This is an optimization exercise on Yosys and OpenROAD, whose aim is small area, not a production implementation.
Function was checked by simulation only, so behaviour that the tests miss may differ from the original.
Power is estimated from default activity; no workload was simulated.

===== config.mk =====
export PLATFORM = sky130hd
export DESIGN_NAME = cpu_core
export DESIGN_NICKNAME = cpu_core
export VERILOG_FILES = /design/flow/design.v
export SDC_FILE = /design/flow/constraint.sdc
export NUM_CORES = 4
export LEC_CHECK = 0
export CAP_MARGIN = 20
export CORE_MARGIN = 2
export CORE_UTILIZATION = 40
export PLACE_DENSITY = 0.6
export SLEW_MARGIN = 20

===== constraint.sdc =====
create_clock -name core_clock -period 12.0 [get_ports {i_clk}]
set_input_delay 2.4000 -clock core_clock [delete_from_list [all_inputs] [get_ports {i_clk}]]
set_output_delay 2.4000 -clock core_clock [all_outputs]
set_load 0.01 [all_outputs]

===== design.v =====
module add_bk #(
    parameter int N = 32
) (
    input  logic [N-1:0] i_a,
    input  logic [N-1:0] i_b,
    input  logic         i_cin,
    output logic [N-1:0] o_s,
    output logic         o_cout,
    output logic [N-1:0] o_p,
    output logic [N-1:0] o_g
);
  localparam int M = N + 1;   
  localparam int L = (M > 32) ? 6 : (M > 16) ? 5 : (M > 8) ? 4 : (M > 4) ? 3 : 2;
  logic [M-1:0] gs[0:2*L];
  logic [M-1:0] ps[0:2*L];
  assign o_p = i_a ^ i_b;
  assign o_g = i_a & i_b;
  always_comb begin
    gs[0] = {o_g, i_cin};
    ps[0] = {o_p, 1'b0};
    for (int l = 0; l < L; l++) begin
      gs[l+1] = gs[l];
      ps[l+1] = ps[l];
      for (int i = 0; i < M; i++)
        if ((i + 1) % (2 << l) == 0) begin
          gs[l+1][i] = gs[l][i] | (ps[l][i] & gs[l][i-(1<<l)]);
          ps[l+1][i] = ps[l][i] & ps[l][i-(1<<l)];
        end
    end
    for (int l = L - 1; l >= 0; l--) begin
      gs[2*L-l] = gs[2*L-l-1];
      ps[2*L-l] = ps[2*L-l-1];
      for (int i = 0; i < M; i++)
        if ((i + 1) % (2 << l) == (1 << l) && i >= (2 << l)) begin
          gs[2*L-l][i] = gs[2*L-l-1][i] | (ps[2*L-l-1][i] & gs[2*L-l-1][i-(1<<l)]);
          ps[2*L-l][i] = ps[2*L-l-1][i] & ps[2*L-l-1][i-(1<<l)];
        end
    end
  end
  assign o_s    = o_p ^ gs[2*L][N-1:0];
  assign o_cout = gs[2*L][N];
endmodule
module alu (
    input  logic [31:0] i_a,
    input  logic [31:0] i_b,
    input  logic [ 3:0] i_op,
    output logic [31:0] o_y
);
  logic        sub;
  logic [31:0] sum, p, g;
  logic        cout, lt, ltu;
  logic        left, fill;
  logic [31:0] sh_in, sh_out, sh_rev;
  assign sub = (i_op[2:1] == 2'b01) | i_op[3];
  add_bk #(.N(32)) add_u (
      .i_a   (i_a),
      .i_b   (i_b ^ {32{sub}}),
      .i_cin (sub),
      .o_s   (sum),
      .o_cout(cout),
      .o_p   (p),
      .o_g   (g)
  );
  assign ltu = ~cout;
  assign lt  = (i_a[31] ^ i_b[31]) ? i_a[31] : sum[31];
  assign left = ~i_op[2];
  always_comb for (int i = 0; i < 32; i++) sh_in[i] = left ? i_a[31-i] : i_a[i];
  assign fill   = i_op[3] & i_a[31];
  assign sh_out = $signed({fill, sh_in}) >>> i_b[4:0];
  always_comb for (int i = 0; i < 32; i++) sh_rev[i] = sh_out[31-i];
  always_comb begin
    case (i_op)
      4'b0000, 4'b1000: o_y = sum;
      4'b0001:          o_y = sh_rev;
      4'b0010:          o_y = {31'b0, lt};
      4'b0011:          o_y = {31'b0, ltu};
      4'b0100:          o_y = p;
      4'b0101, 4'b1101: o_y = sh_out;
      4'b0110:          o_y = p | g;
      4'b0111:          o_y = g;
      default:          o_y = '0;
    endcase
  end
endmodule
module regfile (
    input  logic        i_clk,
    input  logic        i_rst_n,
    input  logic [ 4:0] i_ra1_next,
    input  logic [ 4:0] i_ra2_next,
    output logic [31:0] o_rd1,
    output logic [31:0] o_rd2,
    input  logic        i_we,
    input  logic [ 4:0] i_wa,
    input  logic [31:0] i_wd
);
  logic [31:0] x[1:31];
  logic [31:1] valid;
  logic [31:1] wsel, sel1, sel2;
  always_comb
    for (int k = 1; k < 32; k++) wsel[k] = i_we & (i_wa == 5'(k));
  always_ff @(posedge i_clk or negedge i_rst_n)
    if (~i_rst_n) valid <= '0;
    else valid <= valid | wsel;
  always_ff @(posedge i_clk)
    for (int k = 1; k < 32; k++) if (wsel[k]) x[k] <= i_wd;
  always_ff @(posedge i_clk)
    for (int k = 1; k < 32; k++) begin
      sel1[k] <= (i_ra1_next == 5'(k)) & (valid[k] | wsel[k]);
      sel2[k] <= (i_ra2_next == 5'(k)) & (valid[k] | wsel[k]);
    end
  always_comb begin
    o_rd1 = '0;
    o_rd2 = '0;
    for (int k = 1; k < 32; k++) begin
      o_rd1 = o_rd1 | ({32{sel1[k]}} & x[k]);
      o_rd2 = o_rd2 | ({32{sel2[k]}} & x[k]);
    end
  end
endmodule
module cpu_core #(
    parameter int HAZARD_TECHNIQUE           = 0,
    parameter int ENABLE_LOAD_USE_FORWARDING = 1
) (
    input i_clk,
    input i_rst_n,
    output logic [31:0] o_imem_addr,
    input  logic [31:0] i_imem_rdata,
    output logic [31:0] o_dmem_addr,
    output logic [31:0] o_dmem_wdata,
    output logic        o_dmem_rd_en,
    output logic        o_dmem_wr_en,
    input  logic [31:0] i_dmem_rdata,
    output logic        o_wb_en,
    output logic [ 4:0] o_wb_addr,
    output logic [31:0] o_wb_data
);
  localparam logic [6:0] OP_LOAD = 7'b0000011;
  localparam logic [6:0] OP_ITYPE = 7'b0010011;
  localparam logic [6:0] OP_STORE = 7'b0100011;
  localparam logic [6:0] OP_RTYPE = 7'b0110011;
  localparam logic [6:0] OP_BRANCH = 7'b1100011;
  localparam logic [6:0] OP_JALR = 7'b1100111;
  localparam logic [6:0] OP_JAL = 7'b1101111;
  logic [31:0] f_insn;   
  logic [31:0] f_pc;   
  logic [31:0] pc;
  logic [31:0] tgt;
  logic        d_jal;
  logic        p4_br;
  logic [31:0] p4_data;
  assign d_jal = f_insn[6:0] == OP_JAL;
  logic [31:0] f_jimm, f_bimm;
  assign f_jimm = {{12{f_insn[31]}}, f_insn[19:12], f_insn[20], f_insn[30:21], 1'b0};
  assign f_bimm = {{20{f_insn[31]}}, f_insn[7], f_insn[30:25], f_insn[11:8], 1'b0};
  add_bk #(.N(32)) tgt_add_u (
      .i_a   (f_pc),
      .i_b   (d_jal ? f_jimm : f_bimm),
      .i_cin (1'b0),
      .o_s   (tgt),
      .o_cout(),
      .o_p   (),
      .o_g   ()
  );
  always_comb begin
    if (d_jal) pc = tgt;
    else if (p4_br) pc = p4_data;
    else pc = f_pc + 32'd4;
  end
  assign o_imem_addr = (pc[1:0] == 2'b00) ? pc : 32'd0;
  always_ff @(posedge i_clk or negedge i_rst_n)
    if (~i_rst_n) f_pc <= 32'hFFFF_FFFC;
    else f_pc <= pc;
  always_ff @(posedge i_clk or negedge i_rst_n)
    if (~i_rst_n) begin
      f_insn[31:20] <= '0;
      f_insn[14:0]  <= 15'h0013;   
    end else begin
      f_insn[31:20] <= i_imem_rdata[31:20];
      f_insn[14:0]  <= i_imem_rdata[14:0];
    end
  always_ff @(posedge i_clk) f_insn[19:15] <= i_imem_rdata[19:15];
  logic [6:0] d_op;
  logic d_r, d_i, d_ld, d_st, d_br, d_jalr;
  assign d_op   = f_insn[6:0];
  assign d_r    = d_op == OP_RTYPE;
  assign d_i    = d_op == OP_ITYPE;
  assign d_ld   = d_op == OP_LOAD;
  assign d_st   = d_op == OP_STORE;
  assign d_br   = d_op == OP_BRANCH;
  assign d_jalr = d_op == OP_JALR;
  logic p3_wr, p3_ld, p3_st, p3_br;   
  logic p3_fn, p3_sr, p3_j;
  logic [31:7] p3_insn;
  logic [31:0] p3_tgt;
  always_ff @(posedge i_clk or negedge i_rst_n)
    if (~i_rst_n) begin
      p3_wr <= 1'b0;
      p3_ld <= 1'b0;
      p3_st <= 1'b0;
      p3_br <= 1'b0;
    end else begin
      p3_wr <= d_r | d_i | d_ld | d_jal | d_jalr;
      p3_ld <= d_ld;
      p3_st <= d_st;
      p3_br <= d_br;
    end
  always_ff @(posedge i_clk) begin
    p3_fn   <= d_r | d_i;
    p3_sr   <= d_r;
    p3_j    <= d_jal;
    p3_insn <= f_insn[31:7];
    p3_tgt  <= tgt;
  end
  logic [31:0] imm;
  always_comb begin
    if (p3_st) imm = {{21{p3_insn[31]}}, p3_insn[30:25], p3_insn[11:7]};
    else if (p3_br) imm = {{20{p3_insn[31]}}, p3_insn[7], p3_insn[30:25], p3_insn[11:8], 1'b0};
    else if (p3_j) imm = {{12{p3_insn[31]}}, p3_insn[19:12], p3_insn[20], p3_insn[30:21], 1'b0};
    else imm = {{21{p3_insn[31]}}, p3_insn[30:20]};
  end
  logic [31:0] rs1v, rs2v;
  logic        w2_en;
  logic [ 4:0] w2_rd;
  logic [31:0] w2_data;
  regfile regfile_u (
      .i_clk  (i_clk),
      .i_rst_n(i_rst_n),
      .i_ra1_next(p3_insn[19:15]),
      .i_ra2_next(p3_insn[24:20]),
      .o_rd1  (rs1v),
      .o_rd2  (rs2v),
      .i_we   (w2_en),
      .i_wa   (w2_rd),
      .i_wd   (w2_data)
  );
  logic [31:0] alu_y;
  alu alu_u (
      .i_a (rs1v),
      .i_b (p3_sr ? rs2v : imm),
      .i_op(p3_fn ? {p3_insn[30], p3_insn[14:12]} : 4'b0000),
      .o_y (alu_y)
  );
  assign o_dmem_addr = alu_y;
  logic p4_wr, p4_ld, p4_st;   
  logic [4:0] p4_rd;
  always_ff @(posedge i_clk or negedge i_rst_n)
    if (~i_rst_n) begin
      p4_wr <= 1'b0;
      p4_ld <= 1'b0;
      p4_st <= 1'b0;
      p4_br <= 1'b0;
    end else begin
      p4_wr <= p3_wr;
      p4_ld <= p3_ld;
      p4_st <= p3_st;
      p4_br <= p3_br;
    end
  always_ff @(posedge i_clk) begin
    p4_rd   <= p3_insn[11:7];
    p4_data <= p3_br ? p3_tgt : (p3_st ? rs2v : alu_y);
  end
  assign o_dmem_rd_en = p4_ld;
  assign o_dmem_wr_en = p4_st;
  assign o_dmem_wdata = p4_data;
  logic [31:0] ld_data;
  logic        ld_valid;
  always_ff @(posedge i_clk or negedge i_rst_n)
    if (~i_rst_n) ld_valid <= 1'b0;
    else if (p4_ld) ld_valid <= 1'b1;
  always_ff @(posedge i_clk) if (p4_ld) ld_data <= i_dmem_rdata;
  logic        p5_wr;
  logic [ 4:0] p5_rd;
  logic [31:0] p5_data;
  logic        w1_en;
  logic [ 4:0] w1_rd;
  logic [31:0] w1_data;
  always_ff @(posedge i_clk or negedge i_rst_n)
    if (~i_rst_n) begin
      p5_wr <= 1'b0;
      w1_en <= 1'b0;
      w2_en <= 1'b0;
    end else begin
      p5_wr <= p4_wr;
      w1_en <= p5_wr;
      w2_en <= w1_en;
    end
  always_ff @(posedge i_clk) begin
    p5_rd   <= p4_rd;
    p5_data <= p4_ld ? (ld_valid ? ld_data : 32'd0) : p4_data;
    w1_rd   <= p5_rd;
    w1_data <= p5_data;
    w2_rd   <= w1_rd;
    w2_data <= w1_data;
  end
  assign o_wb_en   = p5_wr;
  assign o_wb_addr = p5_rd;
  assign o_wb_data = p5_data;
endmodule

===== run.sh =====
#!/bin/bash
# synth_recipe.tcl (not shown) runs the flow's synth.tcl, then flattens the netlist and writes it again
# the make line also repeats each setting of config.mk as NAME=value (left out here)
make -C /OpenROAD-flow-scripts/flow DESIGN_CONFIG=/design/flow/config.mk WORK_HOME=/design/flow/orfs CLKGATE_MAP_FILE= SYNTH_SCRIPT=/design/flow/synth_recipe.tcl finish

==> results.py, run 1 <==
metrics = {
    "outcome": {
        "run_status": "finished clean",
    },
    "route": {
        "vias_per_cell": 7.244,
        "drt-total-wl_um": 294000,
        "firstDrtPassIters": 17,
        "drtIter0Drc": 12730,
        "vias": 50610,
        "drcViolationCount": 0,
        "wl_per_cell_um": 42.09,
        "antenna_left": 0,
    },
    "sta": {
        "finalClockSkew_ps": 63.09,
        "rsz0062_at_grt": "false",
        "setup_ws_ps": 1029,
        "max_freq_ghz": 0.09115,
        "relSlewSlack_pct": 10.56,
        "drv_slew": 0,
        "hold_viol": 0,
        "fin_crit_ps": 10970,
        "tightest_slew_ps": 1342,
        "tns_ps": 0,
        "period_share_pct": 91.43,
        "setup_viol": 0,
    },
    "global_route": {
        "grt_use_met3_pct": 16.47,
        "globalRouteMet2Util_pct": 51.54,
        "grt_max_degree": 68,
        "track_usage_pct": 37.28,
        "top_usage_layer": "met2",
        "grt_first_pass_wirelength_um": 392500,
        "grt_pass1_vias": 47150,
        "grt.overflow.total": 0,
        "grtUsageMet1_pct": 47.66,
        "antenna_found_initial": 21,
    },
    "placed_design": {
        "gp_congestion": 1.023,
        "portBuffers": 199,
        "dp_slack_ps": 2275,
        "placed_area_um2": 65210,
        "dp_hpwl_um": 179500,
    },
    "synth": {
        "postSynthRegisterBits": 1401,
        "synth_top_cell_area_share_pct": 50.87,
        "synth_area_um2": 60450,
        "synth_cell_types": 95,
        "synth_warnings": 7,
        "synth_compound_area_share_pct": 18.47,
        "synthCells": 4633,
        "synth_top_family_by_area": "compound AO/OA/AOI/OAI gates",
        "synth_common_cells": "edfxtp_1 (1024), a22oi_1 (629), dfxtp_1 (275), nand2_1 (224), nor2_1 (196)",
        "avgSynthCellArea_um2": 13.05,
        "synth_fa_ha_area_share_pct": 2.989,
        "synth_xor_area_share_pct": 1.099,
        "synth_top_area_cell": "edfxtp_1",
        "yosys-top-cells-area": "edfxtp_1 (51%), dfxtp_1 (9.1%), a22oi_1 (7.8%)",
        "yosys_most_used_dff": "edfxtp_1",
        "synth-seq-area-share_pct": 64.27,
        "synth_simple_gate_area_share_pct": 8.045,
        "async_reset_ff_share_pct": 7.281,
        "yosysMostFrequentCell": "edfxtp_1",
        "synth_edf_count": 1024,
        "synthMuxAreaShare_pct": 1.817,
    },
    "clock_network": {
        "clk_latency_ps": 830,
        "cts_root_buffer": "clkbuf_16",
        "cts_max_level": 4,
        "holdBufCountCts": 0,
        "cts_buffers": 148,
        "cts_buffer_depth": 3,
        "cts-resized-gates": 0,
        "clkSinkCount": 1401,
        "post_cts_buffers": 0,
        "clk_pin_slew_ps": 60,
        "tritoncts": "yes",
    },
    "critical_path": {
        "rr_endpoint": "p4_data[0]",
        "cp.required_ps": 9600,
        "crit_start": "regfile_u.sel2[27]",
        "path_class": "reg2out",
        "r2r_slack_ps": 4470,
        "end_kind": "primary output",
        "start_kind": "register",
        "critPathArrivalTime_ps": 8570,
        "worstPathMaxFanout": 33,
        "ff2ff_path_depth": 24,
        "reg2reg_from": "regfile_u.sel2[27]",
    },
    "worst_hold_path": {
        "hold_depth": 0,
        "min_to": "w2_data[28]",
        "worstHoldStart": "w1_data[28]",
        "holdCritPathClass": "reg2reg",
    },
    "floorplan": {
        "die_width_um": 392.8,
        "die_area_um2": 154300,
        "start_util_pct": 40.31,
        "die_y_um": 392.8,
        "io_pins": 202,
        "core_region_area_um2": 150000,
        "std_cell_rows": 142,
    },
    "final_layout": {
        "drive_above_1_share_pct": 12.09,
        "area_growth_pct": 16.14,
        "final_core_util_pct": 46.82,
        "fin_nets": 5028,
        "stdcell_area_um2": 70200,
    },
    "power_and_ir_drop": {
        "vdd_drop_max_v": 0.0001586,
        "p_leak_nw": 24.44,
        "powerDensity_nw_per_um2": 164.6,
        "finalPower_mw": 11.55,
    },
    "run": {
        "maxCapViolations": 0,
    },
}
==> sequential cells by signal, summed over array words and instances (netlist names), 5 cells and up <==
register         cells
regfile_u.x        992
p5_rd                5
p4_data             32
p3_tgt              32
ld_data             32
w2_rd                5
w1_data             32
f_pc                32
p3_insn             25
regfile_u.valid     31
p4_rd                5
regfile_u.sel2      31
w1_rd                5
w2_data             32
f_insn              32
regfile_u.sel1      31
p5_data             32
==> critical path: stages (launching register included) <==
cell,delay [ps]
dfxtp_2,700
a22oi_1,360
nand4_1,140
nor2_1,650
a31o_2,270
buf_4,410
xnor2_1,160
ha_1,370
a21o_1,170
a21o_1,180
a21oi_1,130
o21ai_1,110
a31oi_1,400
o211ai_1,350
a21o_1,320
a41o_1,270
a41oi_1,300
a21oi_1,230
fa_1,620
inv_1,60
maj3_1,360
nor4b_1,310
a211oi_1,80
o21ai_0,200
clkdlybuf4s50_1,620
==> where the power goes <==
part           switching [mW]  internal [mW]
registers               0.311           5.50
clock network            2.00           2.68
logic                   0.620          0.448
total                    2.93           8.62
==> cells by family (layout without fill, tap and decap cells) <==
| kind of cell | Yosys count | after routing |
|---|---|---|
| xor+xnor | 75 | 75 |
| compound gates | 1477 | 1477 |
| simple gates | 977 | 977 |
| fa+ha+maj | 126 | 126 |
| flops | 1401 | 1401 |
| mux | 100 | 100 |
| buf+inv | 476 | 803 |
| other cells | 1 | 11 |
==> stage by stage <==
step	std cells	hold slack, ps
after floorplan	4634	309.6
after global placement	6702	310.4
after detailed placement	6703	312.1
after CTS	6977	323.6
after global routing	6977	324.5
final	6986	321.3
==> layer usage <==
layer  vias up  part of all wire, %
li1      18910                    -
met1     24530                   35
met2      5631                   40
met3      1512                   17
met4        21                  8.3
met5         -                0.097
==> cell type report <==
| cell class | count | area, µm² |
|---|---|---|
| clock inverters | 73 | 849.6 |
| well taps | 2016 | 2522 |
| repair buffers | 360 | 3208 |
| inverters | 169 | 634.4 |
| multi-input cells | 2757 | 19930 |
| flip-flops and latches | 1401 | 38940 |
| clock buffers | 201 | 4098 |
| fillers | 13320 | 79750 |
| diodes | 9 | 22.52 |
==> how the worst max path moves through the flow <==
stage | end | slack [ps] | cells past startpoint
2_1_floorplan | o_dmem_addr[0] | 3930 | 27
4_1_cts | o_dmem_addr[0] | 1380 | 25
5_1_grt | o_dmem_addr[0] | 890 | 25
6_report | o_dmem_addr[0] | 1030 | 24
3_5_place_dp | o_dmem_addr[0] | 2280 | 25
3_3_place_gp | o_dmem_addr[0] | 2010 | 24
==> cells in the final DEF (no fill, tap or decap), types with 16 or more instances in the layout <==
| cell | synthesis | routed |
|---|---|---|
| nor2_4 | 0 | 31 |
| clkbuf_1 | 172 | 38 |
| a31oi_1 | 20 | 18 |
| o21ai_0 | 149 | 148 |
| nor3_1 | 85 | 77 |
| edfxtp_1 | 1024 | 1024 |
| a22oi_1 | 629 | 629 |
| a221oi_1 | 138 | 138 |
| nor2_1 | 196 | 164 |
| clkinv_2 | 0 | 19 |
| a222oi_1 | 64 | 64 |
| and3_1 | 17 | 16 |
| nor2b_1 | 29 | 29 |
| nand2_1 | 224 | 224 |
| a22o_1 | 142 | 142 |
| dfrtp_1 | 69 | 67 |
| o211ai_1 | 37 | 37 |
| xnor2_1 | 54 | 54 |
| nand4_1 | 126 | 126 |
| clkbuf_16 | 0 | 152 |
| dfxtp_1 | 275 | 204 |
| nand3_1 | 169 | 169 |
| xor2_1 | 20 | 20 |
| buf_4 | 15 | 160 |
| or4_1 | 28 | 28 |
| mux2i_1 | 85 | 85 |
| clkdlybuf4s50_1 | 0 | 198 |
| ha_1 | 94 | 94 |
| dfxtp_2 | 0 | 70 |
| clkinv_1 | 1 | 18 |
| nand2b_1 | 22 | 22 |
| fa_1 | 31 | 31 |
| dfstp_2 | 33 | 33 |
| inv_1 | 168 | 167 |
| a21oi_1 | 100 | 99 |
| a21o_1 | 50 | 49 |
| a211oi_1 | 17 | 17 |
==> run 2: changes to the inputs <==
==> flow/run.sh (new file) <==
#!/bin/bash
# The standard layout (the standard.sh) with these changes to how the
# layout is made:
# - synthesis: the standard flow's synthesis script unchanged, except that its one call
#   of abc (the cell mapping of the combinational logic; registers are mapped
#   before it and are not touched) uses flow/area.abc, an area-oriented
#   mapping with a delay target, instead of ORFS's speed script;
# - port buffers are the smallest buffer (buf_1) instead of the default cell;
# - clock tree: clkbuf_4/clkbuf_8 only, sink clusters of up to 12 flops within
#   60 um, and no dummy loads.
# The make output goes to flow_finish.log; ORFS's own per-step logs stay under
# orfs/logs/.
set -euo pipefail
here=$(pwd)
{
  cat <<'TCL'
proc abc {args} {
  set i [lsearch -exact $args -script]
  if {$i >= 0} { lset args [expr {$i + 1}] $::env(FLOW_ABC_SCRIPT) }
  yosys abc {*}$args
}
TCL
  cat synth_recipe.tcl
} > flow_synth.tcl
export FLOW_ABC_SCRIPT="$here/flow/area.abc"
bash standard.sh \
  "SYNTH_SCRIPT=$here/flow_synth.tcl" \
  "BUFFER_PORTS_ARGS=-buffer_cell sky130_fd_sc_hd__buf_1" \
  "CTS_ARGS=-sink_clustering_enable -repair_clock_nets -dont_use_dummy_load -buf_list {sky130_fd_sc_hd__clkbuf_4 sky130_fd_sc_hd__clkbuf_8} -sink_clustering_size 12 -sink_clustering_max_diameter 60" \
  finish > flow_finish.log 2>&1
==> flow/area.abc (new file) <==
strash
&get -n
&st
&dch
&nf -R 1000
&st
&dch
&nf -R 1000
&st
&dch
&nf -R 1000
&put
topo
stime -c
upsize -D 4000
dnsize -D 4000
==> standard.sh (new file) <==
#!/bin/bash
# synth_recipe.tcl (not shown) runs the flow's synth.tcl, then flattens the netlist and writes it again
# the make line also repeats each setting of config.mk as NAME=value (left out here)
make -C /OpenROAD-flow-scripts/flow DESIGN_CONFIG=/design/flow/config.mk WORK_HOME=/design/flow/orfs CLKGATE_MAP_FILE= SYNTH_SCRIPT=/design/flow/synth_recipe.tcl "${@:-finish}"
removed: run.sh
==> run 2 against run 1 <==
Net effect: first-iteration DRC count is 17% higher; still clean on timing, DRC and antenna; clock skew is 50 ps higher; critical endpoint unchanged; via count is 4.2% lower; clock power is 43% lower; critical path depth is 6 higher; maximum frequency is 3.2% higher; count of clock-buffer cells in the layout is 58 lower; cell count is 5.9% lower; register-to-register slack worse by 40 ps; utilization is 1.8 points lower.
==> results.py, run 2 <==
metrics = {
    "outcome": {
        "run_status": "finished clean",
    },
    "synth": {
        "yosys-top-cells-area": "edfxtp_1 (53%), dfxtp_1 (9.6%), a222oi_1 (6.0%)",
        "synth_top_area_cell": "edfxtp_1",
        "synth_cell_types": 63,
        "yosys_most_used_dff": "edfxtp_1",
        "async_reset_ff_share_pct": 7.281,
        "synth_area_um2": 57540,
        "avgSynthCellArea_um2": 13.94,
        "postSynthRegisterBits": 1401,
        "synth_edf_count": 1024,
        "synth_warnings": 7,
        "yosysMostFrequentCell": "edfxtp_1",
        "synthCells": 4129,
        "synth_top_cell_area_share_pct": 53.44,
        "synth-seq-area-share_pct": 67.52,
        "synth_common_cells": "edfxtp_1 (1024), nand2_1 (364), a222oi_1 (346), a22oi_1 (318), dfxtp_1 (275)",
    },
    "sta": {
        "rsz0062_at_grt": "false",
        "fin_crit_ps": 10630,
        "finalClockSkew_ps": 112.8,
        "tns_ps": 0,
        "whs_ps": 301.7,
        "tightest_slew_ps": 1330,
        "period_share_pct": 88.61,
        "max_freq_ghz": 0.09404,
        "drv_slew": 0,
        "hold_viol": 0,
        "setup_viol": 0,
        "relSlewSlack_pct": 10.71,
    },
    "power_and_ir_drop": {
        "seqPwrFrac_pct": 61.8,
        "p_leak_nw": 21.42,
        "vdd_drop_max_v": 0.00008402,
        "powerDensity_nw_per_um2": 146.2,
        "intPower_mw": 6.908,
        "clkPwrFrac_pct": 28.2,
        "combinationalPowerShare_pct": 10.0,
        "swShare_pct": 26.61,
        "power.net_switching_mw": 2.505,
    },
    "route": {
        "vias": 48500,
        "drt-total-wl_um": 276700,
        "antenna_left": 0,
        "firstDrtPassIters": 22,
        "wl_per_cell_um": 42.10,
        "drcViolationCount": 0,
        "drtIter0Drc": 14830,
        "vias_per_cell": 7.380,
    },
    "critical_path": {
        "r2r_slack_ps": 4430,
        "rr_endpoint": "p4_data[30]",
        "cp_slowest_cell": "nor3_1",
        "path_class": "reg2out",
        "cp_num_buf_inv": 4,
        "end_kind": "primary output",
        "critPathArrivalTime_ps": 8230,
        "cp.required_ps": 9600,
        "critPathTopFamily": "compound AO/OA/AOI/OAI gates",
        "ff2ff_path_depth": 31,
        "max_stage_delay_ps": 860,
        "crit_top_cell": "nor2_1",
        "reg2reg_from": "regfile_u.sel2[24]",
        "crit_start": "regfile_u.sel2[24]",
        "start_kind": "register",
        "worstPathMaxFanout": 29,
    },
    "clock_network": {
        "cts_max_level": 4,
        "cts_buffer_depth": 3,
        "cts_root_buffer": "clkbuf_8",
        "holdBufCountCts": 0,
        "post_cts_buffers": 0,
        "cts_buffers": 143,
        "tritoncts": "yes",
        "clk_pin_slew_ps": 80,
        "cts-resized-gates": 0,
        "clkSinkCount": 1401,
        "clk_latency_ps": 950,
    },
    "floorplan": {
        "io_pins": 202,
        "die_width_um": 383.3,
        "std_cell_rows": 139,
        "die_area_um2": 146900,
        "die_y_um": 383.3,
        "start_util_pct": 40.20,
        "core_region_area_um2": 143100,
    },
    "global_route": {
        "grt.overflow.total": 0,
        "grt_pass1_vias": 45110,
        "antenna_found_initial": 15,
        "grt_first_pass_wirelength_um": 370800,
        "track_usage_pct": 36.64,
        "grt_max_degree": 69,
    },
    "placed_design": {
        "portBuffers": 199,
        "placed_area_um2": 62180,
        "gp_congestion": 0.9774,
        "dp_hpwl_um": 158900,
    },
    "worst_hold_path": {
        "worstHoldStart": "w1_data[20]",
        "holdCritPathClass": "reg2reg",
        "min_to": "w2_data[20]",
        "hold_depth": 0,
    },
    "final_layout": {
        "nFillCells": 12850,
        "largest_reg_flops": 992,
        "drive_above_1_share_pct": 10.16,
        "mostFrequentLayoutCells": "edfxtp_1 (1024), nand2_1 (363), a222oi_1 (346)",
        "stdcell_area_um2": 64380,
        "layout_commonest_cell": "edfxtp_1",
        "top_register": "regfile_u.x",
        "fin_nets": 4819,
        "area_growth_pct": 11.89,
    },
    "run": {
        "maxCapViolations": 0,
    },
}
run 2: changes by cell type in the layout (fill, tap and decap cells not counted), moves of 139 or more:
cell	delta
a222oi_1	+282
clkbuf_16	-152
nand2_1	+139
buf_1	+198
a22oi_1	-311
inv_1	-167
clkdlybuf4s50_1	-198
run 2: layer usage:
layer  vias up  global-route usage (%)  part of all wire, %
met3      1526                   15.30                   18
met2      5546                   49.79                   39
li1      18180                       -                    -
met5         -                  0.2976                0.031
met4         6                   22.47                  8.8
met1     23250                   48.17                   34
run 2: how the worst max path moves through the flow:
| stage | depth (start not counted) | endpoint |
|---|---|---|
| 3_3_place_gp | 29 | o_imem_addr[30] |
| 6_report | 30 | o_dmem_addr[0] |
| 5_1_grt | 30 | o_dmem_addr[30] |
| 2_1_floorplan | 24 | o_dmem_addr[30] |
| 3_5_place_dp | 29 | o_imem_addr[30] |
| 4_1_cts | 29 | o_imem_addr[30] |
run 2: metrics by stage:
| step | cells | setup slack [ps] | utilization [%] | total power, mW |
|---|---|---|---|---|
| 2_1_floorplan | 4130 | 3512 | - | 6.334 |
| 3_3_place_gp | 6380 | 2394 | 43.42 | 6.810 |
| 3_5_place_dp | 6381 | 2421 | 43.44 | 6.821 |
| 4_1_cts | 6524 | 1422 | 44.82 | 9.374 |
| 5_1_grt | 6553 | 993.4 | 44.95 | 9.690 |
| 6_report | 6572 | 1366 | 44.98 | 9.413 |
run 2: final cells by class:
class | count | area (µm²) | area share [%]
Antenna cell | 43 | 107.6 | 0.1671
Clock buffer | 143 | 1968 | 3.057
Inverter | 146 | 548.0 | 0.8512
Multi-Input combinational cell | 2581 | 18470 | 28.69
Sequential cell | 1401 | 38940 | 60.48
Tap cell | 1903 | 2381 | 3.698
Timing Repair Buffer | 355 | 1972 | 3.063
run 2: power groups by stage:
stage	logic [mW]	registers, mW	clock network, mW
final	0.939	5.82	2.65
after global placement	0.896	5.91	0
after floorplan	0.540	5.79	0
after detailed placement	0.905	5.92	0
after global routing	1.01	5.84	2.83
after CTS	0.911	5.81	2.65
run 2: cells by family after synthesis:
kind of cell / after synthesis / synth area share [%]
flip-flops: 1401 / 67.52
AO/OA/AOI/OAI: 1312 / 17.51
AND/OR/NAND/NOR: 991 / 8.368
buffers and inverters: 148 / 0.9786
adder cells (fa/ha/maj): 125 / 3.123
multiplexers: 83 / 1.459
XOR/XNOR: 68 / 1.035
other: 1 / 0.006517
==> run 3: changes to the inputs <==
--- a/design.v
+++ b/design.v
@@ -86,6 +86,6 @@
     input  logic        i_clk,
     input  logic        i_rst_n,
-    input  logic [ 4:0] i_ra1_next,
-    input  logic [ 4:0] i_ra2_next,
+    input  logic [ 4:0] i_ra1,
+    input  logic [ 4:0] i_ra2,
     output logic [31:0] o_rd1,
     output logic [31:0] o_rd2,
@@ -98,5 +98,9 @@
   logic [31:1] wsel, sel1, sel2;
   always_comb
-    for (int k = 1; k < 32; k++) wsel[k] = i_we & (i_wa == 5'(k));
+    for (int k = 1; k < 32; k++) begin
+      wsel[k] = i_we & (i_wa == 5'(k));
+      sel1[k] = valid[k] & (i_ra1 == 5'(k));
+      sel2[k] = valid[k] & (i_ra2 == 5'(k));
+    end
   always_ff @(posedge i_clk or negedge i_rst_n)
     if (~i_rst_n) valid <= '0;
@@ -104,9 +108,4 @@
   always_ff @(posedge i_clk)
     for (int k = 1; k < 32; k++) if (wsel[k]) x[k] <= i_wd;
-  always_ff @(posedge i_clk)
-    for (int k = 1; k < 32; k++) begin
-      sel1[k] <= (i_ra1_next == 5'(k)) & (valid[k] | wsel[k]);
-      sel2[k] <= (i_ra2_next == 5'(k)) & (valid[k] | wsel[k]);
-    end
   always_comb begin
     o_rd1 = '0;
@@ -219,4 +218,5 @@
     else imm = {{21{p3_insn[31]}}, p3_insn[30:20]};
   end
+  logic [4:0] p4_rs1, p4_rs2;
   logic [31:0] rs1v, rs2v;
   logic        w2_en;
@@ -226,6 +226,6 @@
       .i_clk  (i_clk),
       .i_rst_n(i_rst_n),
-      .i_ra1_next(p3_insn[19:15]),
-      .i_ra2_next(p3_insn[24:20]),
+      .i_ra1  (p4_rs1),
+      .i_ra2  (p4_rs2),
       .o_rd1  (rs1v),
       .o_rd2  (rs2v),
@@ -258,4 +258,6 @@
   always_ff @(posedge i_clk) begin
     p4_rd   <= p3_insn[11:7];
+    p4_rs1  <= p3_insn[19:15];
+    p4_rs2  <= p3_insn[24:20];
     p4_data <= p3_br ? p3_tgt : (p3_st ? rs2v : alu_y);
   end
==> run 3 against run 2 <==
Net effect: flip-flop and latch count is 52 lower; first-iteration DRC count down 4.6%; maximum frequency decreased by 6.7%; critical path type unchanged; critical path depth stayed put; highest routed layer unchanged; setup slack worse by 770 ps; clock skew increased by 13 ps; largest cell class unchanged.
==> results.py, run 3 <==
metrics = {
    "route": {
        "firstDrtPassIters": 22,
        "drcViolationCount": 0,
        "wl_per_cell_um": 42.45,
        "vias_per_cell": 7.340,
        "drtIter0Drc": 14140,
        "vias": 47470,
        "drt-total-wl_um": 274500,
        "antenna_left": 0,
    },
    "critical_path": {
        "max_stage_delay_ps": 1110,
        "rr_endpoint": "p4_data[0]",
        "crit_start": "p4_rs2[3]",
        "cp_num_cells": 30,
        "path_class": "reg2out",
        "ff2ff_path_depth": 29,
        "worstPathMaxFanout": 38,
        "reg2reg_from": "p4_rs2[3]",
        "cp_slowest_cell": "nor3_4",
        "endpoint": "o_dmem_addr[30]",
        "critPathArrivalTime_ps": 9000,
        "r2r_slack_ps": 3620,
        "critPathTopFamily": "compound AO/OA/AOI/OAI gates",
        "cp_num_buf_inv": 5,
        "end_kind": "primary output",
        "start_kind": "register",
        "cp.required_ps": 9600,
    },
    "clock_network": {
        "cts_root_buffer": "clkbuf_8",
        "cts_buffers": 139,
        "clk_latency_ps": 960,
        "cts-resized-gates": 0,
        "clk_pin_slew_ps": 80,
        "post_cts_buffers": 0,
        "tritoncts": "yes",
        "holdBufCountCts": 0,
        "cts_max_level": 4,
        "clkSinkCount": 1349,
        "cts_buffer_depth": 3,
    },
    "sta": {
        "tightest_slew_ps": 1353,
        "setup_viol": 0,
        "fin_crit_ps": 11400,
        "finalClockSkew_ps": 126.2,
        "tns_ps": 0,
        "max_freq_ghz": 0.08773,
        "setup_ws_ps": 600.9,
        "hold_viol": 0,
        "drv_slew": 0,
        "relSlewSlack_pct": 9.183,
        "period_share_pct": 94.99,
        "rsz0062_at_grt": "false",
    },
    "power_and_ir_drop": {
        "combinationalPowerShare_pct": 10.0,
        "vdd_drop_max_v": 0.00009941,
        "intPower_mw": 6.698,
        "seqPwrFrac_pct": 61.9,
        "powerDensity_nw_per_um2": 143.6,
        "clkPwrFrac_pct": 28.1,
        "power.net_switching_mw": 2.431,
        "p_leak_nw": 21.57,
        "swShare_pct": 26.63,
    },
    "synth": {
        "synth_top_cell_area_share_pct": 54.18,
        "synthCells": 4047,
        "yosysMostFrequentCell": "edfxtp_1",
        "yosys-top-cells-area": "edfxtp_1 (54%), dfxtp_1 (7.9%), a222oi_1 (6.1%)",
        "synth_top_area_cell": "edfxtp_1",
        "yosys_most_used_dff": "edfxtp_1",
        "synth_area_um2": 56750,
        "synth-seq-area-share_pct": 66.62,
        "synth_warnings": 7,
        "synth_cell_types": 71,
        "avgSynthCellArea_um2": 14.02,
        "postSynthRegisterBits": 1349,
        "synth_common_cells": "edfxtp_1 (1024), nand2_1 (351), a222oi_1 (346), a22oi_1 (325), dfxtp_1 (223)",
        "async_reset_ff_share_pct": 7.561,
        "synth_edf_count": 1024,
    },
    "final_layout": {
        "mostFrequentLayoutCells": "edfxtp_1 (1024), nand2_1 (350), a222oi_1 (346)",
        "nFillCells": 12790,
        "top_register": "regfile_u.x",
        "final_core_util_pct": 45.02,
        "final_cells": 6467,
        "layout_commonest_cell": "edfxtp_1",
        "largest_reg_flops": 992,
        "fin_nets": 4746,
        "drive_above_1_share_pct": 10.43,
        "area_growth_pct": 12.04,
    },
    "global_route": {
        "grt.overflow.total": 0,
        "grtUsageMet1_pct": 48.31,
        "grt_use_met3_pct": 14.92,
        "top_usage_layer": "met2",
        "globalRouteMet2Util_pct": 50.09,
        "track_usage_pct": 36.56,
        "grt_pass1_vias": 44640,
        "antenna_found_initial": 11,
        "grt_first_pass_wirelength_um": 366300,
        "grt_max_degree": 71,
    },
    "floorplan": {
        "die_area_um2": 144900,
        "std_cell_rows": 138,
        "io_pins": 202,
        "die_width_um": 380.7,
        "die_y_um": 380.7,
        "core_region_area_um2": 141200,
        "start_util_pct": 40.18,
    },
    "placed_design": {
        "dp_slack_ps": 1589,
        "portBuffers": 199,
        "gp_congestion": 0.9929,
        "placed_cells": 6304,
        "dp_hpwl_um": 163500,
    },
    "worst_hold_path": {
        "hold_depth": 0,
        "holdCritPathClass": "reg2reg",
    },
    "run": {
        "maxCapViolations": 0,
    },
    "outcome": {
        "run_status": "finished clean",
    },
}
[run 3: cell type report]
class                      instances  area (µm²)  area share [%]
antenna                           24       60.06         0.09446
tap                             1890        2365           3.719
inverter                         149       559.3          0.8796
timing repair buffer             368        2027           3.188
multi-input combinational       2548       18830           29.62
clock buffer                     139        1913           3.009
sequential                      1349       37830           59.49
[run 3: worst register-to-register path, delay by kind of cell, from the launching register on]
family | cells | cell delay (ps)
DFF | 1 | 330
and+or+nand+nor | 10 | 2640
AOI/OAI and AO/OA | 13 | 2640
muxes | 2 | 900
adders and majority gates | 1 | 540
buffers and inverters | 3 | 1220
[run 3: per-layer routing]
layer / up-vias / part of all wire [%]
met3: 1379 / 16
met5: - / 0.053
met4: 12 / 7.8
li1: 17890 / -
met2: 5092 / 40
met1: 23100 / 36
[run 3: through the flow]
stage	power, mW	hold WS, ps	instance area, µm²
2_1_floorplan	6.145	309.6	56750
3_3_place_gp	6.613	311.0	61580
3_5_place_dp	6.627	312.1	61600
4_1_cts	9.102	288.9	63510
5_1_grt	9.390	287.3	63570
6_report	9.129	290.3	63580
[run 3: power groups by stage]
stage	sequential [mW]	combinational, mW	clock, mW
2_1_floorplan	5.61	0.531	0
3_3_place_gp	5.74	0.874	0
3_5_place_dp	5.74	0.884	0
4_1_cts	5.64	0.891	2.57
5_1_grt	5.67	0.984	2.73
6_report	5.65	0.914	2.57
[run 3: worst min-delay path by stage]
| stage | from | end | slack [ps] |
|---|---|---|---|
| floorplan | p4_rd[0] | p5_rd[0] | 310 |
| global placement | w1_data[13] | w2_data[13] | 310 |
| detailed placement | w1_data[12] | w2_data[12] | 310 |
| CTS | w1_data[21] | w2_data[21] | 290 |
| global route | w1_data[21] | w2_data[21] | 290 |
| finish | w1_data[21] | w2_data[21] | 290 |
[run 3: kinds of logic (layout without fill, tap and decap cells)]
family          count (synthesis)  after routing  share of synthesized area [%]
compound gates               1254           1254                          17.19
xor+xnor                       68             68                          1.049
fa+ha+maj                     125            125                          3.166
buf+inv                       151            656                          1.012
flops                        1349           1349                          66.62
mux                           114            114                          2.035
other cells                     1             26                       0.006608
simple gates                  985            985                          8.921
==> run 4: changes to the inputs <==
--- a/flow/run.sh
+++ b/flow/run.sh
@@ -7,6 +7,6 @@
 #   mapping with a delay target, instead of ORFS's speed script;
 # - port buffers are the smallest buffer (buf_1) instead of the default cell;
-# - clock tree: clkbuf_4/clkbuf_8 only, sink clusters of up to 12 flops within
-#   60 um, and no dummy loads.
+# - clock tree: clkbuf_4/clkbuf_8 only, sink clusters of up to 14 flops within
+#   70 um, and no dummy loads.
 # The make output goes to flow_finish.log; ORFS's own per-step logs stay under
 # orfs/logs/.
@@ -27,4 +27,4 @@
   "SYNTH_SCRIPT=$here/flow_synth.tcl" \
   "BUFFER_PORTS_ARGS=-buffer_cell sky130_fd_sc_hd__buf_1" \
-  "CTS_ARGS=-sink_clustering_enable -repair_clock_nets -dont_use_dummy_load -buf_list {sky130_fd_sc_hd__clkbuf_4 sky130_fd_sc_hd__clkbuf_8} -sink_clustering_size 12 -sink_clustering_max_diameter 60" \
+  "CTS_ARGS=-sink_clustering_enable -repair_clock_nets -dont_use_dummy_load -buf_list {sky130_fd_sc_hd__clkbuf_4 sky130_fd_sc_hd__clkbuf_8} -sink_clustering_size 14 -sink_clustering_max_diameter 70" \
   finish > flow_finish.log 2>&1
==> run 4 against run 3 <==
Net effect: still clean on timing, DRC and antenna; combinational power about the same; die area did not move; utilization down 0.21 points; critical endpoint unchanged.
==> results.py, run 4 <==
metrics = {
    "critical_path": {
        "rr_endpoint": "p4_data[29]",
        "crit_top_cell": "nor2_1",
        "reg2reg_from": "p4_rs2[2]",
        "r2r_slack_ps": 3600,
        "cp.required_ps": 9600,
        "cp_num_cells": 32,
        "path_class": "reg2out",
        "critPathTopFamily": "compound AO/OA/AOI/OAI gates",
        "ff2ff_path_depth": 32,
        "max_stage_delay_ps": 1070,
        "worstPathMaxFanout": 47,
        "cp_slowest_cell": "nor4b_4",
        "start_kind": "register",
        "end_kind": "primary output",
        "cp_num_buf_inv": 5,
        "critPathArrivalTime_ps": 8970,
    },
    "worst_hold_path": {
        "min_to": "w2_data[21]",
        "holdCritPathClass": "reg2reg",
        "worstHoldStart": "w1_data[21]",
        "hold_depth": 0,
    },
    "global_route": {
        "grt_pass1_vias": 44480,
        "grt_max_degree": 71,
        "track_usage_pct": 36.34,
        "antenna_found_initial": 17,
        "grt.overflow.total": 0,
        "grt_first_pass_wirelength_um": 365400,
    },
    "synth": {
        "yosys-top-cells-area": "edfxtp_1 (54%), dfxtp_1 (7.9%), a222oi_1 (6.1%)",
        "postSynthRegisterBits": 1349,
        "synth_area_um2": 56750,
        "yosys_most_used_dff": "edfxtp_1",
        "avgSynthCellArea_um2": 14.02,
        "synth_edf_count": 1024,
        "synth_warnings": 7,
        "yosysMostFrequentCell": "edfxtp_1",
        "synth-seq-area-share_pct": 66.62,
        "synth_cell_types": 71,
        "async_reset_ff_share_pct": 7.561,
        "synth_common_cells": "edfxtp_1 (1024), nand2_1 (351), a222oi_1 (346), a22oi_1 (325), dfxtp_1 (223)",
        "synthCells": 4047,
        "synth_top_cell_area_share_pct": 54.18,
        "synth_top_area_cell": "edfxtp_1",
    },
    "clock_network": {
        "cts_buffers": 114,
        "cts_buffer_depth": 3,
        "cts_max_level": 3,
        "cts-resized-gates": 0,
        "tritoncts": "yes",
        "clk_pin_slew_ps": 90,
        "clk_latency_ps": 920,
        "clkSinkCount": 1349,
        "cts_root_buffer": "clkbuf_8",
    },
    "power_and_ir_drop": {
        "p_leak_nw": 21.41,
        "vdd_drop_max_v": 0.0001071,
        "powerDensity_nw_per_um2": 140.5,
        "finalPower_mw": 8.894,
    },
    "placed_design": {
        "placed_area_um2": 61600,
        "portBuffers": 199,
        "gp_congestion": 0.9929,
        "dp_hpwl_um": 163500,
        "placed_cells": 6304,
    },
    "floorplan": {
        "start_util_pct": 40.18,
        "io_pins": 202,
        "std_cell_rows": 138,
        "die_width_um": 380.7,
        "core_region_area_um2": 141200,
        "die_area_um2": 144900,
        "die_y_um": 380.7,
    },
    "sta": {
        "fin_crit_ps": 11370,
        "max_freq_ghz": 0.08793,
        "whs_ps": 301.6,
        "tns_ps": 0,
        "relSlewSlack_pct": 10.86,
        "hold_viol": 0,
        "drv_slew": 0,
        "setup_viol": 0,
        "period_share_pct": 94.77,
        "tightest_slew_ps": 1328,
        "rsz0062_at_grt": "false",
        "finalClockSkew_ps": 125.3,
    },
    "route": {
        "vias": 47240,
        "drt-total-wl_um": 273200,
        "wl_per_cell_um": 42.36,
        "routed-wl-met2_um": 108300,
        "firstDrtPassIters": 22,
        "wl_met3_um": 44310,
        "wl_met1_um": 98620,
        "vias_per_cell": 7.324,
        "drcViolationCount": 0,
        "drtIter0Drc": 14470,
        "routed.top_layer": "met5",
        "antenna_left": 0,
    },
    "final_layout": {
        "seqCellArea_um2": 37820,
        "drive_above_1_share_pct": 10.02,
        "largest_reg_flops": 992,
        "final_cells": 6450,
        "fin_nets": 4725,
        "nFillCells": 12830,
        "stdcell_area_um2": 63290,
        "mostFrequentLayoutCells": "edfxtp_1 (1024), nand2_1 (350), a222oi_1 (346)",
        "area_growth_pct": 11.52,
        "multi_input_area_um2": 18830,
        "top_register": "regfile_u.x",
        "layout_commonest_cell": "edfxtp_1",
    },
    "run": {
        "maxCapViolations": 0,
    },
    "outcome": {
        "run_status": "finished clean",
    },
}
==> run 4: report_power, final <==
part | internal, mW | leakage (nW) | switching (mW)
registers | 5.34 | 12.3 | 0.303
clock network | 0.841 | 0.820 | 1.50
logic | 0.325 | 8.26 | 0.586
==> run 4: logic make-up after synthesis <==
family                     share of synthesized area (%)
adders and majority gates                          3.166
muxes                                              2.035
DFF                                                66.62
xor gates and xnor gates                           1.049
AOI/OAI and AO/OA                                  17.19
buffers and inverters                              1.012
other                                           0.006608
and+or+nand+nor                                    8.921
==> run 4: repair_timing <==
action	4_1_cts	5_1_grt
buffers inserted	0	4
endpoints found under the setup margin	0	1
hold buffers	0	0
==> run 4: cell type report <==
class	instances	area share [%]
flip-flops and latches	1349	59.76
multi-input cells	2548	29.76
well taps	1890	3.737
repair buffers	372	3.270
clock buffers	114	2.479
inverters	149	0.8837
diodes	28	0.1107
==> run 4: metrics by stage <==
step / util [%] / worst slack, ps
3_3_place_gp: 43.60 / 1550
2_1_floorplan: - / 2117
6_report: 44.81 / 627.7
5_1_grt: 44.80 / 51.28
3_5_place_dp: 43.61 / 1589
4_1_cts: 44.72 / 619.0
==> run 4: worst max-delay path by stage <==
stage	startpoint	endpoint	slack (ps)
after floorplan	p4_rs2[4]	o_dmem_addr[30]	2120
final	p4_rs2[2]	o_dmem_addr[30]	630
after global routing	p4_rs2[4]	o_dmem_addr[30]	50
after detailed placement	p4_rs2[4]	o_dmem_addr[30]	1590
after global placement	p4_rs2[4]	o_dmem_addr[30]	1550
after CTS	p4_rs2[4]	o_dmem_addr[30]	620
==> run 4: per-layer routing <==
metal / track usage, % / up-vias
met5: 0.4299 / -
met4: 21.97 / 14
met3: 14.03 / 1384
met2: 49.71 / 5164
met1: 48.41 / 22840
li1: - / 17840
==> run 5: changes to the inputs <==
--- a/design.v
+++ b/design.v
@@ -86,6 +86,6 @@
     input  logic        i_clk,
     input  logic        i_rst_n,
-    input  logic [ 4:0] i_ra1,
-    input  logic [ 4:0] i_ra2,
+    input  logic [ 4:0] i_ra1_next,
+    input  logic [ 4:0] i_ra2_next,
     output logic [31:0] o_rd1,
     output logic [31:0] o_rd2,
@@ -98,9 +98,5 @@
   logic [31:1] wsel, sel1, sel2;
   always_comb
-    for (int k = 1; k < 32; k++) begin
-      wsel[k] = i_we & (i_wa == 5'(k));
-      sel1[k] = valid[k] & (i_ra1 == 5'(k));
-      sel2[k] = valid[k] & (i_ra2 == 5'(k));
-    end
+    for (int k = 1; k < 32; k++) wsel[k] = i_we & (i_wa == 5'(k));
   always_ff @(posedge i_clk or negedge i_rst_n)
     if (~i_rst_n) valid <= '0;
@@ -108,4 +104,9 @@
   always_ff @(posedge i_clk)
     for (int k = 1; k < 32; k++) if (wsel[k]) x[k] <= i_wd;
+  always_ff @(posedge i_clk)
+    for (int k = 1; k < 32; k++) begin
+      sel1[k] <= (i_ra1_next == 5'(k)) & (valid[k] | wsel[k]);
+      sel2[k] <= (i_ra2_next == 5'(k)) & (valid[k] | wsel[k]);
+    end
   always_comb begin
     o_rd1 = '0;
@@ -218,5 +219,4 @@
     else imm = {{21{p3_insn[31]}}, p3_insn[30:20]};
   end
-  logic [4:0] p4_rs1, p4_rs2;
   logic [31:0] rs1v, rs2v;
   logic        w2_en;
@@ -226,6 +226,6 @@
       .i_clk  (i_clk),
       .i_rst_n(i_rst_n),
-      .i_ra1  (p4_rs1),
-      .i_ra2  (p4_rs2),
+      .i_ra1_next(p3_insn[19:15]),
+      .i_ra2_next(p3_insn[24:20]),
       .o_rd1  (rs1v),
       .o_rd2  (rs2v),
@@ -258,6 +258,4 @@
   always_ff @(posedge i_clk) begin
     p4_rd   <= p3_insn[11:7];
-    p4_rs1  <= p3_insn[19:15];
-    p4_rs2  <= p3_insn[24:20];
     p4_data <= p3_br ? p3_tgt : (p3_st ? rs2v : alu_y);
   end
==> run 5 against run 4 <==
Net effect: sequential power is 3% higher; via count is 2.1% higher; count of clock-buffer cells in the layout is 2 higher; die area is 1.4% higher; total power is 2.9% higher; cell count is 1.3% higher; synthesized area is 1.4% higher; critical path type unchanged.
==> results.py, run 5 <==
metrics = {
    "route": {
        "vias": 48240,
        "wl_per_cell_um": 42.22,
        "vias_per_cell": 7.382,
        "firstDrtPassIters": 22,
        "drcViolationCount": 0,
        "antenna_left": 0,
        "drtIter0Drc": 14990,
        "drt-total-wl_um": 275900,
    },
    "synth": {
        "yosysMostFrequentCell": "edfxtp_1",
        "synth_edf_count": 1024,
        "yosys-top-cells-area": "edfxtp_1 (53%), dfxtp_1 (9.6%), a222oi_1 (6.0%)",
        "synth_common_cells": "edfxtp_1 (1024), nand2_1 (364), a222oi_1 (346), a22oi_1 (318), dfxtp_1 (275)",
        "async_reset_ff_share_pct": 7.281,
        "synthCells": 4129,
        "synth-seq-area-share_pct": 67.52,
        "synth_area_um2": 57540,
        "synth_top_area_cell": "edfxtp_1",
        "synth_cell_types": 63,
        "postSynthRegisterBits": 1401,
        "yosys_most_used_dff": "edfxtp_1",
        "synth_warnings": 7,
        "synth_top_cell_area_share_pct": 53.44,
        "avgSynthCellArea_um2": 13.94,
    },
    "final_layout": {
        "seqCellArea_um2": 38940,
        "area_growth_pct": 11.18,
        "drive_above_1_share_pct": 9.589,
        "layout_commonest_cell": "edfxtp_1",
        "mostFrequentLayoutCells": "edfxtp_1 (1024), nand2_1 (363), a222oi_1 (346)",
        "largest_reg_flops": 992,
        "multi_input_area_um2": 18450,
        "top_register": "regfile_u.x",
        "nFillCells": 12860,
        "fin_nets": 4792,
    },
    "global_route": {
        "grt_pass1_vias": 44930,
        "track_usage_pct": 36.46,
        "antenna_found_initial": 14,
        "grt.overflow.total": 0,
        "grt_first_pass_wirelength_um": 369800,
        "grt_max_degree": 69,
    },
    "sta": {
        "period_share_pct": 87.30,
        "tns_ps": 0,
        "relSlewSlack_pct": 9.331,
        "tightest_slew_ps": 1350,
        "max_freq_ghz": 0.09545,
        "setup_viol": 0,
        "rsz0062_at_grt": "false",
        "fin_crit_ps": 10480,
        "finalClockSkew_ps": 100.1,
        "setup_ws_ps": 1524,
        "drv_slew": 0,
        "hold_viol": 0,
    },
    "floorplan": {
        "std_cell_rows": 139,
        "die_y_um": 383.3,
        "io_pins": 202,
        "die_area_um2": 146900,
        "core_region_area_um2": 143100,
        "start_util_pct": 40.20,
        "die_width_um": 383.3,
    },
    "critical_path": {
        "r2r_slack_ps": 4570,
        "critPathArrivalTime_ps": 8080,
        "crit_top_cell": "nor2_1",
        "start_kind": "register",
        "path_class": "reg2out",
        "max_stage_delay_ps": 980,
        "cp_slowest_cell": "dfxtp_2",
        "crit_start": "regfile_u.sel2[14]",
        "reg2reg_from": "regfile_u.sel2[14]",
        "worstPathMaxFanout": 33,
        "end_kind": "primary output",
        "cp.required_ps": 9600,
    },
    "worst_hold_path": {
        "holdCritPathClass": "reg2reg",
        "worstHoldStart": "w1_data[12]",
    },
    "clock_network": {
        "cts_max_level": 3,
        "cts_root_buffer": "clkbuf_8",
        "clk_pin_slew_ps": 90,
        "cts-resized-gates": 0,
        "clk_latency_ps": 900,
        "cts_buffers": 116,
        "clkSinkCount": 1401,
        "holdBufCountCts": 0,
        "cts_buffer_depth": 3,
        "tritoncts": "yes",
        "post_cts_buffers": 0,
    },
    "placed_design": {
        "dp_hpwl_um": 158900,
        "gp_congestion": 0.9774,
        "portBuffers": 199,
        "dp_slack_ps": 2421,
    },
    "power_and_ir_drop": {
        "swShare_pct": 26.75,
        "powerDensity_nw_per_um2": 143.1,
        "clkPwrFrac_pct": 26.2,
        "p_leak_nw": 21.22,
        "vdd_drop_max_v": 0.00009896,
        "combinationalPowerShare_pct": 10.3,
        "intPower_mw": 6.703,
        "seqPwrFrac_pct": 63.6,
        "power.net_switching_mw": 2.448,
    },
    "outcome": {
        "run_status": "finished clean",
    },
    "run": {
        "maxCapViolations": 0,
    },
}
## run 5: cell families after synthesis
kind of cell | after synthesis | synth area share, %
simple gates | 991 | 8.368
buf+inv | 148 | 0.9786
fa+ha+maj | 125 | 3.123
xor+xnor | 68 | 1.035
mux | 83 | 1.459
other cells | 1 | 0.006517
compound gates | 1312 | 17.51
flops | 1401 | 67.52
## run 5: per-layer routing
metal,up-vias,global-route usage [%],wire (µm)
met3,1465,14.50,49250
li1,18110,-,-
met4,12,22.03,23600
met2,5563,49.81,108300
met1,23100,48.25,94530
met5,-,0.8267,195
## run 5: per-stage QoR
step | utilization [%] | cell area [µm²] | total power, mW | cells | hold slack, ps
after CTS | 44.56 | 63780 | 9.115 | 6497 | 305.3
final | 44.69 | 63970 | 9.152 | 6535 | 304.0
after detailed placement | 43.44 | 62180 | 6.821 | 6381 | 312.1
after floorplan | - | 57540 | 6.334 | 4130 | 309.6
after global placement | 43.42 | 62150 | 6.810 | 6380 | 311.0
after global routing | 44.69 | 63960 | 9.423 | 6532 | 323.7
## run 5: final timing paths
| check | endpoint | depth (start not counted) |
|---|---|---|
| hold / removal | w2_data[12] | 0 |
| setup reg to reg | p4_data[30] | 31 |
| hold reg to reg | w2_data[12] | 0 |
| setup / recovery | o_dmem_addr[30] | 30 |
| max in group asynchronous | p4_ld | 2 |
| min in group asynchronous | f_insn[30] | 1 |
## run 5: final cells by class
cell class                      instances  share of cell area (%)
Clock buffer                          116                   2.496
Antenna cell                           33                  0.1291
Multi-Input combinational cell       2581                   28.84
Inverter                              146                  0.8567
Tap cell                             1903                   3.722
Sequential cell                      1401                   60.87
Timing Repair Buffer                  355                   3.086
## run 5: power groups by stage
stage,Combinational [mW],Sequential [mW],Clock [mW]
detailed placement,0.905,5.92,0
global placement,0.896,5.91,0
CTS,0.911,5.81,2.40
floorplan,0.540,5.79,0
finish,0.940,5.82,2.39
global route,1.01,5.84,2.56
## run 5: critical path: cells and delay by family (launching register included)
kind                       cells  cell delay, ps
DFF                            1             980
adders and majority gates      2             750
AOI/OAI and AO/OA             14            2830
xor gates and xnor gates       2             420
and+or+nand+nor                6             620
buffers and inverters          6            1540

-- separate check: timing with driven ports --
No port has a modelled driver above. Below, the same layouts with a new extraction and two added sets of constraints. Step 1 assumes that a clkbuf_16 drives the clock port and a buf_2 every other input. Step 2 times the ports against the registers' clock, not the clock port: input delays grow and output delays shrink by t, the midpoint of the rising clock arrivals with the driver on. Three values: ideal ports, drivers, drivers and shift; two values: the first two.
run | shift t [ns] | slack for setup (ns) | worst setup path at the end | cell pins on the clock port's net
run 1 | 0.883 | 1.029 / 0.949 / 1.831 | register to output | 1
run 2 | 0.941 | 1.366 / 1.299 / 2.240 | register to output | 1
run 3 | 0.977 | 0.601 / 0.515 / 1.492 | register to output | 1
run 4 | 0.929 | 0.628 / 0.550 / 1.479 | register to output | 1
run 5 | 0.932 | 1.524 / 1.446 / 2.378 | register to output | 1
After both steps every run listed still meets setup and hold.
